From an optimization exercise on the open Yosys and OpenROAD flow, aimed at small area and a short achievable clock period; shortcuts taken in it are not production practice. The RTL was checked by simulation tests, not by an equivalence proof against the original design. Power and IR drop assume default switching activity.

File: flow/design.v
`timescale 1ns / 1ps
`default_nettype none
module mips #(
    parameter Dbits = 32,
    parameter Nreg  = 32
)(
    input  wire        clk,
    input  wire        reset,
    input  wire        enable,
    output wire [31:0] pc,
    input  wire [31:0] instr,
    output wire        mem_wr,
    output wire [31:0] mem_addr,
    output wire [31:0] mem_writedata,
    input  wire [31:0] mem_readdata,
    output wire        werf
    );
    wire [5:0]  op  = instr[31:26];
    wire [5:0]  fn  = instr[5:0];
    wire [4:0]  rs  = instr[25:21];
    wire [4:0]  rt  = instr[20:16];
    wire [4:0]  rd  = instr[15:11];
    wire [4:0]  sh  = instr[10:6];
    wire [15:0] imm = instr[15:0];
    wire rtype  = (op == 6'b000000);
    wire r_add  = rtype & (fn[5:1] == 5'b10000);      
    wire r_sub  = rtype & (fn == 6'b100010);
    wire r_and  = rtype & (fn == 6'b100100);
    wire r_or   = rtype & (fn == 6'b100101);
    wire r_xor  = rtype & (fn == 6'b100110);
    wire r_nor  = rtype & (fn == 6'b100111);
    wire r_slt  = rtype & (fn == 6'b101010);
    wire r_sltu = rtype & (fn == 6'b101011);
    wire r_sll  = rtype & (fn == 6'b000000);
    wire r_srl  = rtype & (fn == 6'b000010);
    wire r_sra  = rtype & (fn == 6'b000011);
    wire r_sllv = rtype & (fn == 6'b000100);
    wire r_jr   = rtype & (fn == 6'b001000);
    wire i_addi  = (op[5:1] == 5'b00100);             
    wire i_slti  = (op == 6'b001010);
    wire i_sltiu = (op == 6'b001011);
    wire i_andi  = (op == 6'b001100);
    wire i_ori   = (op == 6'b001101);
    wire i_xori  = (op == 6'b001110);
    wire i_lui   = (op == 6'b001111);
    wire i_lw    = (op == 6'b100011);
    wire i_sw    = (op == 6'b101011);
    wire i_beq   = (op == 6'b000100);
    wire i_bne   = (op == 6'b000101);
    wire i_j     = (op == 6'b000010);
    wire i_jal   = (op == 6'b000011);
    wire r_alu   = r_add | r_sub | r_and | r_or | r_xor | r_nor | r_slt | r_sltu |
                   r_sll | r_srl | r_sra | r_sllv;
    wire i_alu   = i_addi | i_slti | i_sltiu | i_andi | i_ori | i_xori | i_lui;
    wire wr_en   = r_alu | i_alu | i_lw | i_jal;
    assign werf   = wr_en & enable;
    assign mem_wr = i_sw & enable;
    wire use_imm = ~rtype & ~i_beq & ~i_bne;          
    wire sub     = r_sub | r_slt | r_sltu | i_slti | i_sltiu | i_beq | i_bne;
    wire [31:0] simm = {{16{imm[15]}}, imm};
    wire [31:0] zimm = {16'b0, imm};
    wire [4:0] wa = i_jal ? 5'd31 : (rtype ? rd : rt);
    wire [31:0] wd;
    reg  [31:0] rf [1:31];
    wire [31:0] rdA, rdB;
    genvar k;
    generate
        for (k = 1; k < 32; k = k + 1) begin : g_rf
            always @(posedge clk)
                if (werf && wa == k) rf[k] <= wd;
        end
    endgenerate
    wire [31:0] selA, selB;
    wire [31:0] rdAn;                                
    genvar b;
    generate
    endgenerate
    dec5 DA (.a(rs), .sel(selA));
    dec5 DB (.a(rt), .sel(selB));
    generate
        for (b = 0; b < 32; b = b + 1) begin : g_col
            wire [31:0] col;
            assign col[0] = 1'b0;
            for (k = 1; k < 32; k = k + 1) begin : g_c
                assign col[k] = rf[k][b];
            end
            rd_bit RA (.sel(selA[31:1]), .d(col[31:1]), .q(rdA[b]), .qn(rdAn[b]));
            rd_bit RB (.sel(selB[31:1]), .d(col[31:1]), .q(rdB[b]), .qn());
        end
    endgenerate
    assign mem_writedata = rdB;
    wire [31:0] bop = use_imm ? simm : rdB;
    wire [31:0] badd = bop ^ {32{sub}};
    wire [32:0] sum = {1'b0, rdA} + {1'b0, badd} + {32'b0, sub};
    wire [31:0] s = sum[31:0];
    wire cout = sum[32];
    wire ovf  = (rdA[31] == badd[31]) & (s[31] != rdA[31]);
    wire lt_s = s[31] ^ ovf;
    wire lt_u = ~cout;
    wire eq   = (s == 32'b0);
    ks_add32 AG (.an(rdAn), .b(simm), .s(mem_addr));
    wire [31:0] lb = rtype ? rdB : zimm;
    wire op_and = r_and | i_andi;
    wire op_or  = r_or  | i_ori;
    wire op_xor = r_xor | i_xori;
    wire [3:0] tt = {op_and | op_or,             
                     op_or | op_xor,             
                     op_or | op_xor,             
                     r_nor};                     
    wire [31:0] l_res;
    genvar m;
    generate
        for (m = 0; m < 32; m = m + 1) begin : g_log
            g_mux4 u (.s1(rdA[m]), .s0(lb[m]), .d(tt), .y(l_res[m]));
        end
    endgenerate
    wire [4:0] samt = r_sllv ? rdA[4:0] : sh;
    wire shl  = r_sll | r_sllv;
    wire fill = r_sra & rdB[31];
    wire fill_n = ~fill;
    wire [31:0] x5;
    shift_r32 SH (.d(rdB), .rev(shl), .amt(samt), .fill(fill), .fill_n(fill_n), .q(x5));
    wire [31:0] shl_res;
    genvar j;
    generate
        for (j = 0; j < 32; j = j + 1) begin : g_rev2
            assign shl_res[j] = x5[31-j];
        end
    endgenerate
    wire [31:0] shr_res = x5;
    wire [31:0] pc4 = pc + 32'd4;
    wire is_lt   = r_slt | i_slti;
    wire is_ltu  = r_sltu | i_sltiu;
    wire is_add  = r_add | r_sub;
    assign wd = ({32{is_add}}          & s)
              | ({32{i_addi}}          & mem_addr)
              | l_res
              | ({32{shl}}             & shl_res)
              | ({32{r_srl | r_sra}}   & shr_res)
              | ({32{i_lui}}           & {imm, 16'b0})
              | ({32{i_jal}}           & pc4)
              | ({32{i_lw}}            & mem_readdata)
              | {31'b0, (is_lt & lt_s) | (is_ltu & lt_u)};
    wire take = (i_beq & eq) | (i_bne & ~eq);
    wire [31:0] bt = pc4 + {simm[29:0], 2'b00};
    wire [31:0] npc = r_jr        ? rdA :
                      (i_j | i_jal) ? {pc[31:28], instr[25:0], 2'b00} :
                      take        ? bt : pc4;
    reg [31:0] pc_q;
    always @(posedge clk)
        if (reset)       pc_q <= 32'h00400000;
        else if (enable) pc_q <= npc;
    assign pc = pc_q;
endmodule
module shift_r32 (
    input  wire [31:0] d,
    input  wire        rev,
    input  wire [4:0]  amt,
    input  wire        fill,
    input  wire        fill_n,
    output wire [31:0] q
    );
    wire [31:0] x0n, x1, x2n, x3, x4n;
    genvar j;
    generate
        for (j = 0; j < 32; j = j + 1) begin : g
            g_mux2i u0 (.s(rev), .a1(d[31-j]), .a0(d[j]), .y(x0n[j]));
            g_mux2i u1 (.s(amt[0]), .a1(j + 1  < 32 ? x0n[(j + 1)  % 32] : fill_n), .a0(x0n[j]), .y(x1[j]));
            g_mux2i u2 (.s(amt[1]), .a1(j + 2  < 32 ? x1[(j + 2)  % 32]  : fill),   .a0(x1[j]),  .y(x2n[j]));
            g_mux2i u3 (.s(amt[2]), .a1(j + 4  < 32 ? x2n[(j + 4) % 32]  : fill_n), .a0(x2n[j]), .y(x3[j]));
            g_mux2i u4 (.s(amt[3]), .a1(j + 8  < 32 ? x3[(j + 8)  % 32]  : fill),   .a0(x3[j]),  .y(x4n[j]));
            g_mux2i u5 (.s(amt[4]), .a1(j + 16 < 32 ? x4n[(j + 16) % 32] : fill_n), .a0(x4n[j]), .y(q[j]));
        end
    endgenerate
endmodule
module dec5 (
    input  wire [4:0]  a,
    output wire [31:0] sel
    );
    wire [4:0] an;
    wire [3:0] lo;                                   
    wire [7:0] hi;                                   
    genvar k;
    generate
        for (k = 0; k < 5; k = k + 1) begin : g_inv
            g_inv u (.a(a[k]), .y(an[k]));
        end
        for (k = 0; k < 4; k = k + 1) begin : g_lo
            g_nor2 u (.a(k & 1 ? an[0] : a[0]), .b(k & 2 ? an[1] : a[1]), .y(lo[k]));
        end
        for (k = 0; k < 8; k = k + 1) begin : g_hi
            g_nor3 u (.a(k & 1 ? an[2] : a[2]), .b(k & 2 ? an[3] : a[3]),
                      .c(k & 4 ? an[4] : a[4]), .y(hi[k]));
        end
        assign sel[0] = 1'b0;
        for (k = 1; k < 32; k = k + 1) begin : g_sel
            g_and2 u (.a(lo[k & 3]), .b(hi[k >> 2]), .y(sel[k]));
        end
    endgenerate
endmodule
module rd_bit (
    input  wire [30:0] sel,
    input  wire [30:0] d,
    output wire        q,
    output wire        qn                            
    );
    wire [10:0] n;                                   
    genvar j;
    generate
        for (j = 0; j < 10; j = j + 1) begin : g3
            g_aoi222 u (.a1(sel[3*j]), .a2(d[3*j]), .b1(sel[3*j+1]), .b2(d[3*j+1]),
                        .c1(sel[3*j+2]), .c2(d[3*j+2]), .y(n[j]));
        end
    endgenerate
    g_nand2 u10 (.a(sel[30]), .b(d[30]), .y(n[10]));
    wire [2:0] p;                                    
    g_nand4 v0 (.a(n[0]), .b(n[1]), .c(n[2]), .d(n[3]), .y(p[0]));
    g_nand4 v1 (.a(n[4]), .b(n[5]), .c(n[6]), .d(n[7]), .y(p[1]));
    g_nand3 v2 (.a(n[8]), .b(n[9]), .c(n[10]), .y(p[2]));
    g_or3   w  (.a(p[0]), .b(p[1]), .c(p[2]), .y(q));
    g_nor3  wn (.a(p[0]), .b(p[1]), .c(p[2]), .y(qn));
endmodule
module g_aoi222 (input wire a1, a2, b1, b2, c1, c2, output wire y);
    assign y = ~((a1 & a2) | (b1 & b2) | (c1 & c2));
endmodule
module g_nand4 (input wire a, b, c, d, output wire y);
    assign y = ~(a & b & c & d);
endmodule
module g_nand3 (input wire a, b, c, output wire y);
    assign y = ~(a & b & c);
endmodule
module g_or3 (input wire a, b, c, output wire y);
    assign y = a | b | c;
endmodule
module ks_add32 (
    input  wire [31:0] an,
    input  wire [31:0] b,
    output wire [31:0] s
    );
    wire [31:0] bn;
    wire [31:0] g0, p0, g2, p2, g4, p4;               
    wire [31:0] g1, p1, g3, p3, g5;                   
    genvar i;
    generate
        for (i = 0; i < 32; i = i + 1) begin : l0
            g_inv   ub (.a(b[i]), .y(bn[i]));
            g_nor2  ug (.a(an[i]), .b(bn[i]), .y(g0[i]));
            g_xnor2 up (.a(an[i]), .b(b[i]), .y(p0[i]));
        end
        for (i = 0; i < 32; i = i + 1) begin : l1
            if (i >= 1) begin : c
                g_a21oi ug (.a1(p0[i]), .a2(g0[i-1]), .b1(g0[i]), .y(g1[i]));
                g_nand2 up (.a(p0[i]), .b(p0[i-1]), .y(p1[i]));
            end else begin : t
                g_inv ug (.a(g0[i]), .y(g1[i]));
                g_inv up (.a(p0[i]), .y(p1[i]));
            end
        end
        for (i = 0; i < 32; i = i + 1) begin : l2
            if (i >= 2) begin : c
                g_o21ai ug (.a1(p1[i]), .a2(g1[i-2]), .b1(g1[i]), .y(g2[i]));
                g_nor2  up (.a(p1[i]), .b(p1[i-2]), .y(p2[i]));
            end else begin : t
                g_inv ug (.a(g1[i]), .y(g2[i]));
                g_inv up (.a(p1[i]), .y(p2[i]));
            end
        end
        for (i = 0; i < 32; i = i + 1) begin : l3
            if (i >= 4) begin : c
                g_a21oi ug (.a1(p2[i]), .a2(g2[i-4]), .b1(g2[i]), .y(g3[i]));
                g_nand2 up (.a(p2[i]), .b(p2[i-4]), .y(p3[i]));
            end else begin : t
                g_inv ug (.a(g2[i]), .y(g3[i]));
                g_inv up (.a(p2[i]), .y(p3[i]));
            end
        end
        for (i = 0; i < 32; i = i + 1) begin : l4
            if (i >= 8) begin : c
                g_o21ai ug (.a1(p3[i]), .a2(g3[i-8]), .b1(g3[i]), .y(g4[i]));
                g_nor2  up (.a(p3[i]), .b(p3[i-8]), .y(p4[i]));
            end else begin : t
                g_inv ug (.a(g3[i]), .y(g4[i]));
                g_inv up (.a(p3[i]), .y(p4[i]));
            end
        end
        for (i = 0; i < 31; i = i + 1) begin : l5
            if (i >= 16) begin : c
                g_a21oi ug (.a1(p4[i]), .a2(g4[i-16]), .b1(g4[i]), .y(g5[i]));
            end else begin : t
                g_inv ug (.a(g4[i]), .y(g5[i]));
            end
        end
        g_buf us0 (.a(p0[0]), .y(s[0]));
        for (i = 1; i < 32; i = i + 1) begin : sm
            g_xnor2 ux (.a(p0[i]), .b(g5[i-1]), .y(s[i]));
        end
    endgenerate
endmodule
module g_xnor2 (input wire a, b, output wire y);  assign y = ~(a ^ b);        endmodule
module g_and2  (input wire a, b, output wire y);  assign y = a & b;           endmodule
module g_nor3  (input wire a, b, c, output wire y); assign y = ~(a | b | c);  endmodule
module g_nand2 (input wire a, b, output wire y);  assign y = ~(a & b);        endmodule
module g_nor2  (input wire a, b, output wire y);  assign y = ~(a | b);        endmodule
module g_mux4  (input wire s1, s0, input wire [3:0] d, output wire y); assign y = d[{s1, s0}]; endmodule
module g_mux2i (input wire s, a1, a0, output wire y); assign y = ~(s ? a1 : a0); endmodule
module g_buf   (input wire a, output wire y);     assign y = a;               endmodule
module g_inv   (input wire a, output wire y);     assign y = ~a;              endmodule
module g_a21oi (input wire a1, a2, b1, output wire y); assign y = ~((a1 & a2) | b1); endmodule
module g_o21ai (input wire a1, a2, b1, output wire y); assign y = ~((a1 | a2) & b1); endmodule
File: flow/config.mk
export PLATFORM = sky130hd
export DESIGN_NAME = mips
export DESIGN_NICKNAME = mips
export VERILOG_FILES = /design/flow/design.v
export SDC_FILE = /design/flow/constraint.sdc
export NUM_CORES = 4
export LEC_CHECK = 0
export CAP_MARGIN = 10
export CORE_MARGIN = 2
export CORE_UTILIZATION = 50
export CTS_CLUSTER_DIAMETER = 80
export CTS_CLUSTER_SIZE = 24
export SLEW_MARGIN = 10
export SYNTH_HIERARCHICAL = 1
File: flow/flow/run.sh
#!/bin/bash
# Standard synthesis and layout, with faster port buffers, a lighter load
# assumed when mapping gates, and a setup margin that makes the resizer work
# on the critical paths.
set -euo pipefail
export BUFFER_PORTS_ARGS="-buffer_cell sky130_fd_sc_hd__buf_2"
MARGIN=$(cat flow/margin.txt)
bash standard.sh ABC_LOAD_IN_FF=1 SETUP_SLACK_MARGIN=$MARGIN finish > flow_make.log 2>&1
File: flow/flow/margin.txt
12.6
File: flow/standard.sh
#!/bin/bash
# synth_recipe.tcl (not shown) runs the flow's synth.tcl, then flattens the netlist and writes it again
# the make line also repeats each setting of config.mk as NAME=value (left out here)
make -C /OpenROAD-flow-scripts/flow DESIGN_CONFIG=/design/flow/config.mk WORK_HOME=/design/flow/orfs CLKGATE_MAP_FILE= SYNTH_SCRIPT=/design/flow/synth_recipe.tcl "${@:-finish}"
File: flow/constraint.sdc
create_clock -name core_clock -period 27.0 [get_ports {clk}]
set_input_delay 5.4000 -clock core_clock [delete_from_list [all_inputs] [get_ports {clk}]]
set_output_delay 5.4000 -clock core_clock [all_outputs]
set_load 0.01 [all_outputs]
==> metrics.md, run 1 <==
| Metric | Value |
|---|---|
| Outcome | `no timing/DRC/antenna violations` |
| Crit. Startpoint | `instr[23]` |
| Footprint of the multi-input gates | `22,300 sq um` |
| Final Skew | `~0.042 ns` |
| DRC viols | `0` |
| CTS max path bufs | `3` |
| Pwr dens | `between 50 and 60 nW/um^2` |
| Max frequency | `about 0.07 GHz` |
| Unrepaired setup endpoints after global routing | `true` |
| Vias in the first global route | `40,309` |
| FP Rows | `117` |
| Worst-path clk slew | `about 0.080 ns` |
| Post-synth net total | `4,062` |
| Worst reg-to-reg path cell count | `21` |
| Crit path cell chain | `clkbuf_4 -> inv_4 -> nor3_4 -> buf_4 -> and2_4 -> buf_4 -> a222oi_1 -> nand4_1 -> nor3_4 -> nor2_1 -> a21oi_2 -> inv_1 -> a21oi_1 -> o21ai_1 -> a21oi_2 -> xnor2_4 -> buf_2` |
| Layout cells sized above 1 | `19.0%` |
| R2R Setup Slk | `just under 20 ns` |
| Drt initial violations | `10,860` |
| Final net count | `4,445` |
| GPL Wtd Cong | `1.10` |
| Gr ovfl total | `0` |
| Filler cells | `~8,300` |
| Crit-path max cell delay | `0.37 ns` |
| Area of the core | `102,000 sq um` |
| Ports | `165` |
| Drt pass-1 iters | `13` |
| Via count | `around 45,000` |
| Clock Latency Late Sink | `0.71 ns` |
| Final min period | `14.52 ns` |
| Setup violators final | `0` |
| Worst Setup End Kind | `output pin` |
| Dpl hpwl | `~150 mm` |
| Crit-path max FO | `14` |
| Syn avg cell area | `13.1 sq um` |
| Final worst slack | `approximately 12 ns` |
| Post-DRT Antenna Nets | `0` |
| CTS Sinks | `1,024` |
| Routed vias/inst | `7.85` |
| GR Util All Layers | `43.4%` |
| Max Cap Viol | `0` |
| Fin. Hold Viols | `0` |
| Peak VDD IR | `0.0557 mV` |
| Antenna violations before repair | `18` |
| CP startpoint kind | `input port` |
| Layer with the highest usage | `met2` |
| Worst Path Required | `about 22 ns` |
| Area grow syn2layout | `15.0%` |
| Slew @ Worst Pin | `1.45 ns` |
| DRT Wirelength | `240 mm` |
| Mapped Area | `approximately 52,000 sq um` |
| Initial Utilization | `about 51%` |
| Die Width | `~330 microns` |
| Sum Neg Setup Slack | `0 ns` |
| Clk root buf | `clkbuf_16` |
| Largest net degree at the start of global routing | `65` |
| TritonCTS buffer count | `51` |
| DR WL/cell | `42.1 microns` |
| Met3 GRT Util | `a little over an eighth` |
| H-tree depth | `2` |
| Worst slew margin | `3.18%` |
| Leakage | `0.0204 uW` |
| Hold EP | `pc_q[17]` |
| Synth Instances | `3,924` |
| Final period util | `~54%` |
| Hold Path Cell Cnt | `2` |
| CP arrival | `9.12 ns` |
| Met2 usage | `63.7%` |
| IO Port Bufs | `164` |
| Hold path start | `pc_q[17]` |
| Yosys warnings | `8` |
| Die height | `325 microns` |
| Pre-CTS setup slack | `11.44 ns` |
| Hold Path Class | `flop to flop` |
| Global-route wire length before repair | `322 mm` |
| Critical R2R Launch | `rf[7][0]` |
| Slew Viols, Final | `0` |
| DIE AREA | `106,000 sq um` |
| TritonCTS clock tree | `yes` |
| CP Class | `input port to output pin` |
| Slowest-stage cell, CP | `nor3_4` |
| Register Area | `~30,000 sq um` |
| Worst R2R End | `pc_q[22]` |
| Met1 Track Usage GR | `56.7%` |
metrics by stage:
step | area [sq um] | total power [uW] | instances | util [%] | hold slack (ns)
finish | 59300 | 3480 | 5693 | 58.1 | 0.541
global route | 59300 | 3550 | 5685 | 58.1 | 0.584
CTS | 58200 | 3390 | 5652 | 57.0 | 0.539
detailed placement | 55400 | 2510 | 5531 | 54.3 | 0.527
global placement | 55400 | 2510 | 5531 | 54.3 | 0.521
floorplan | 51600 | 2180 | 3924 | - | 0.535
layer usage:
layer | vias to the layer above | wire [microns]
li1 | 17904 | -
met1 | 21878 | 82600
met2 | 4137 | 101000
met3 | 759 | 37200
met4 | 16 | 18800
met5 | - | 98
critical path: cells and delay by family:
| family | cells | cell delay (ns) |
|---|---|---|
| simple gates | 5 | 1.19 |
| buf+inv | 6 | 1.01 |
| compound gates | 5 | 1.28 |
| xor+xnor | 1 | 0.22 |
timing repair:
item                       4_1_cts  5_1_grt
gates cloned                     2        2
hold buffers                     0        0
resized for setup              183      179
pin swaps                       75       82
setup endpoints to repair       31       30
setup buffers                   56       31
how the worst max path moves through the flow:
stage,end,slack (ns),cells past startpoint
finish,mem_addr[30],12.48,17
global route,mem_addr[30],12.52,17
CTS,mem_addr[29],12.57,17
detailed placement,mem_addr[30],11.44,15
global placement,mem_addr[30],11.41,15
floorplan,mem_addr[29],13.37,13
layout by cell type, fill, tap and decap left out, types with 20 or more instances in the layout:
cell type and n:
a21o_1 20, a21oi_1 132, a21oi_2 43, a221o_1 51, a221oi_1 30, a222oi_1 640
and2_1 46, and2_2 20, buf_2 159, buf_4 204, clkbuf_16 54, dfxtp_1 32
edfxtp_1 992, ha_1 69, inv_1 96, mux2i_1 220, mux4_2 32, nand2_1 284
nand3_1 94, nand4_1 146, nor2_1 129, nor2_4 39, nor3_1 30, nor3_4 27
o21ai_0 53, o21ai_1 34, o21ai_2 42, o21bai_1 20, or3_1 68, xnor2_1 89
xnor2_2 42, xor2_1 32
sequential cells by signal, indices dropped and copies added (netlist names):
| name | flops |
|---|---|
| rf | 992 |
| pc_q | 32 |
report_power, final:
group	switching (uW)	internal (uW)	total (uW)
Clock	513	355	867
Sequential	7.22	1740	1750
Combinational	597	268	865
Total	1120	2370	3480
final cells by class:
type | instances | share of cell area [%]
Timing Repair Buffer | 402 | 4.99
Inverter | 101 | 0.663
Clock inverter | 11 | 0.241
Clock buffer | 52 | 2.19
Multi-Input combinational cell | 2727 | 37.7
Sequential cell | 1024 | 51.3
Tap cell | 1368 | 2.89
Antenna cell | 8 | 0.0338
==> run 2: changes to the inputs <==
--- a/flow/config.mk
+++ b/flow/config.mk
@@ -7,7 +7,7 @@
 export LEC_CHECK = 0
 export CAP_MARGIN = 10
 export CORE_MARGIN = 2
-export CORE_UTILIZATION = 50
+export CORE_UTILIZATION = 55
 export CTS_CLUSTER_DIAMETER = 80
 export CTS_CLUSTER_SIZE = 24
 export SLEW_MARGIN = 10
==> run 2 against run 1 <==
Against the previous run:
- still clean
- via count grew 0.49%
- power shrank 0.15%
- flip-flop and latch count is the same
- critical endpoint is now mem_writedata[23]
==> metrics.md, run 2 <==
| Metric | Value |
|---|---|
| Hold Path Class | `flop to flop` |
| Via count | `44,914 (+0.49%)` |
| Max frequency | `0.0688 GHz (about the same)` |
| Worst slew margin | `18.4% (+15 points)` |
| CP startpoint kind | `input port` |
| Final Skew | `0.0601 ns (+0.0177 ns)` |
| DR WL/cell | `41.0 microns (-2.8%)` |
| Outcome | `no timing/DRC/antenna violations` |
| Synth Instances | `3,924 (unchanged)` |
| Drt pass-1 iters | `15 (+2)` |
| Top Registers | `rf: 992 flops, pc_q: 32 flops` |
| Leakage | `0.0204 uW (-0.24%)` |
| Fin. Hold Viols | `0 (unchanged)` |
| Global-route wire length before repair | `312 mm (-3.0%)` |
| Drt initial violations | `10,981 (+1.1%)` |
| IO Port Bufs | `164 (unchanged)` |
| Commonest non-fill, non-tap cell in the layout | `edfxtp_1` |
| Pwr dens | `59.0 nW/um^2 (+0.33%)` |
| Crit-path max FO | `23 (+9)` |
| TritonCTS buffer count | `54 (+5.9%)` |
| Inst Count DP | `5,421 (-2.0%)` |
| Worst Setup End Kind | `output pin` |
| TritonCTS clock tree | `yes` |
| CP Class | `input port to output pin` |
| Syn avg cell area | `13.1 sq um (unchanged)` |
| Unrepaired setup endpoints after global routing | `true` |
| DRT Wirelength | `229 mm (-4.5%)` |
| Filler cells | `7,183 (-13%)` |
| Final net count | `4,450 (+0.11%)` |
| Gate power share | `23.6% (-1.2 points)` |
| FP Rows | `112 (-4.3%)` |
| Reg power frac | `50.4% (about the same)` |
| Yosys warnings | `8 (unchanged)` |
| CTS Hold Bufs | `0 (unchanged)` |
| CP arrival | `9.13 ns (about the same)` |
| GR Util All Layers | `46.5% (+3.1 points)` |
| Sum Neg Setup Slack | `0 ns (unchanged)` |
| Pwr Total | `3480 uW (-0.15%)` |
| Worst Path Required | `21.60 ns (about the same)` |
| CTS Sinks | `1,024 (unchanged)` |
| Clock Latency Late Sink | `0.72 ns (about the same)` |
| Setup violators final | `0 (unchanged)` |
| Routed vias/inst | `8.04 (+2.4%)` |
| Layout cells sized above 1 | `18.1% (-0.91 points)` |
| Peak VDD IR | `0.0708 mV (+27%)` |
| Antenna violations before repair | `17 (-1)` |
| Area grow syn2layout | `14.4%` |
| Mapped Area | `51,600 sq um (unchanged)` |
| H-tree depth | `2 (unchanged)` |
| Initial Utilization | `55.4% (+4.8 points)` |
| Gr ovfl total | `0 (unchanged)` |
| Slew Viols, Final | `0 (unchanged)` |
| Sw frac | `31.5% (-0.51 points)` |
| Placed Area | `55,300 sq um (-0.19%)` |
| Post-DRT Antenna Nets | `0 (unchanged)` |
| Largest net degree at the start of global routing | `67 (+3.1%)` |
| Biggest register | `rf` |
| Ports | `165 (unchanged)` |
| Max Cap Viol | `0 (unchanged)` |
| DRC viols | `0 (unchanged)` |
| Worst-path clk slew | `0.09 ns (about the same)` |
| Vias in the first global route | `40,654 (+0.86%)` |
| Final min period | `14.53 ns (+0.00760 ns)` |
| Final period util | `53.8% (about the same)` |
| Clk network pwr share | `26.0% (+1.1 points)` |
| Slew @ Worst Pin | `1.22 ns (-0.233 ns)` |
| Die height | `310 microns (-4.6%)` |
| CTS max path bufs | `3 (unchanged)` |
| Clk root buf | `clkbuf_16` |
| Die Width | `310 microns (-4.6%)` |
| Area of the core | `93,200 sq um (-8.7%)` |
| Dpl hpwl | `153 mm (-0.58%)` |
| Non-Filler Instances | `5,589 (-1.8%)` |
| Most frequent cells in the layout | `992 x edfxtp_1, 640 x a222oi_1, 291 x nand2_1` |
| Pint | `2380 uW (+0.60%)` |
| DIE AREA | `96,300 sq um (-9.0%)` |
| Design area | `59,000 sq um (-0.48%)` |
| Post-synth net total | `4,062 (unchanged)` |
| Largest register FFs | `992 (unchanged)` |
| GPL Wtd Cong | `1.06 (-3.8%)` |
| Sw Pwr | `1100 uW (-1.7%)` |
## run 2: cell count changes in the layout (fill, tap and decap cells not counted), moves of 7 or more
| cell | before | now |
|---|---|---|
| a21oi_1 | 132 | 144 |
| a21oi_2 | 43 | 31 |
| nand2_1 | 284 | 291 |
| nand3_1 | 94 | 101 |
| nand3_2 | 9 | 2 |
| o21ai_2 | 42 | 35 |
| xnor2_1 | 89 | 98 |
## run 2: final timing paths
check,depth (start not counted),end,slack [ns],from
max,8,mem_writedata[23],12.47,instr[16]
min,2,pc_q[17],0.54,pc_q[17]
max reg2reg,21,pc_q[22],18.78,rf[4][0]
min reg2reg,2,pc_q[17],0.54,pc_q[17]
## run 2: power groups by stage
stage | Combinational (uW) | Clock, uW | Sequential (uW)
4_1_cts | 741 | 903 | 1750
3_3_place_gp | 701 | 0 | 1790
5_1_grt | 843 | 955 | 1750
3_5_place_dp | 699 | 0 | 1790
6_report | 822 | 905 | 1750
2_1_floorplan | 387 | 0 | 1790
## run 2: layout make-up
type                       count  area, sq um  share of cell area (%)
sequential                  1024        30400                    51.6
multi-input combinational   2727        22100                    37.5
timing repair buffer         404         2910                    4.92
tap                         1254         1570                    2.66
clock buffer                  54         1350                    2.29
inverter                     101          382                   0.647
clock inverter                14          233                   0.394
antenna                       11         27.5                  0.0466
## run 2: metal layers
metal	GRT usage [%]	vias to the layer above	wire, microns
li1	-	17908	-
met5	0	-	13
met2	68.7	4332	95900
met4	28.9	2	20100
met3	14.7	954	37800
met1	59.9	21718	75100
## run 2: worst max-delay path, cell delays in order
cell,delay [ns]
buf_2,0.29
nor2_1,0.22
and2_1,0.50
buf_4,0.40
a222oi_1,0.39
nand4_1,0.72
or3_1,0.89
buf_2,0.26
## run 2: through the flow
| step | worst slack (ns) | hold slack, ns | util, % |
|---|---|---|---|
| 6_report | 12.47 | 0.536 | 63.3 |
| 3_5_place_dp | 11.52 | 0.520 | 59.3 |
| 4_1_cts | 12.54 | 0.529 | 62.4 |
| 5_1_grt | 12.51 | 0.595 | 63.3 |
| 3_3_place_gp | 11.48 | 0.514 | 59.3 |
| 2_1_floorplan | 13.37 | 0.535 | - |
## run 2: timing repair
item                                   4_1_cts  5_1_grt
pin swaps                                   70       57
buffers inserted                            62       25
gates cloned                                 2        0
setup endpoints to repair                   32       30
resized for setup                          159      135
endpoints found under the hold margin        0        0

==> afterwards: timing with drivers on the ports <==
The results above use ideal ports. As a check the final layouts listed here were re-extracted and re-timed, cells and wires unchanged.
Step 1 (the two cells are an assumption about what drives the block):
set clk [get_ports {clk}]
set_driving_cell -lib_cell sky130_fd_sc_hd__clkbuf_16 $clk
set_driving_cell -lib_cell sky130_fd_sc_hd__buf_2 [delete_from_list [all_inputs] $clk]
Step 2 also shifts input and output timing later by t, the mid clock arrival at the registers, as if the neighbouring blocks saw the same clock.
Slacks: ideal ports / drivers / drivers and shift; pairs: ideal ports / drivers.
run	t (ns)	setup slack, ns	clock arrival spread, ns
run 1	0.763	12.482 / 12.461 / 12.461	0.043 / 0.042
run 2	0.758	12.474 / 12.447 / 12.447	0.061 / 0.062
After both steps every run listed still meets setup and hold. The setup slack of run 2, which loses most, moves by -0.027 ns with the drivers and by -0.027 ns with both steps.
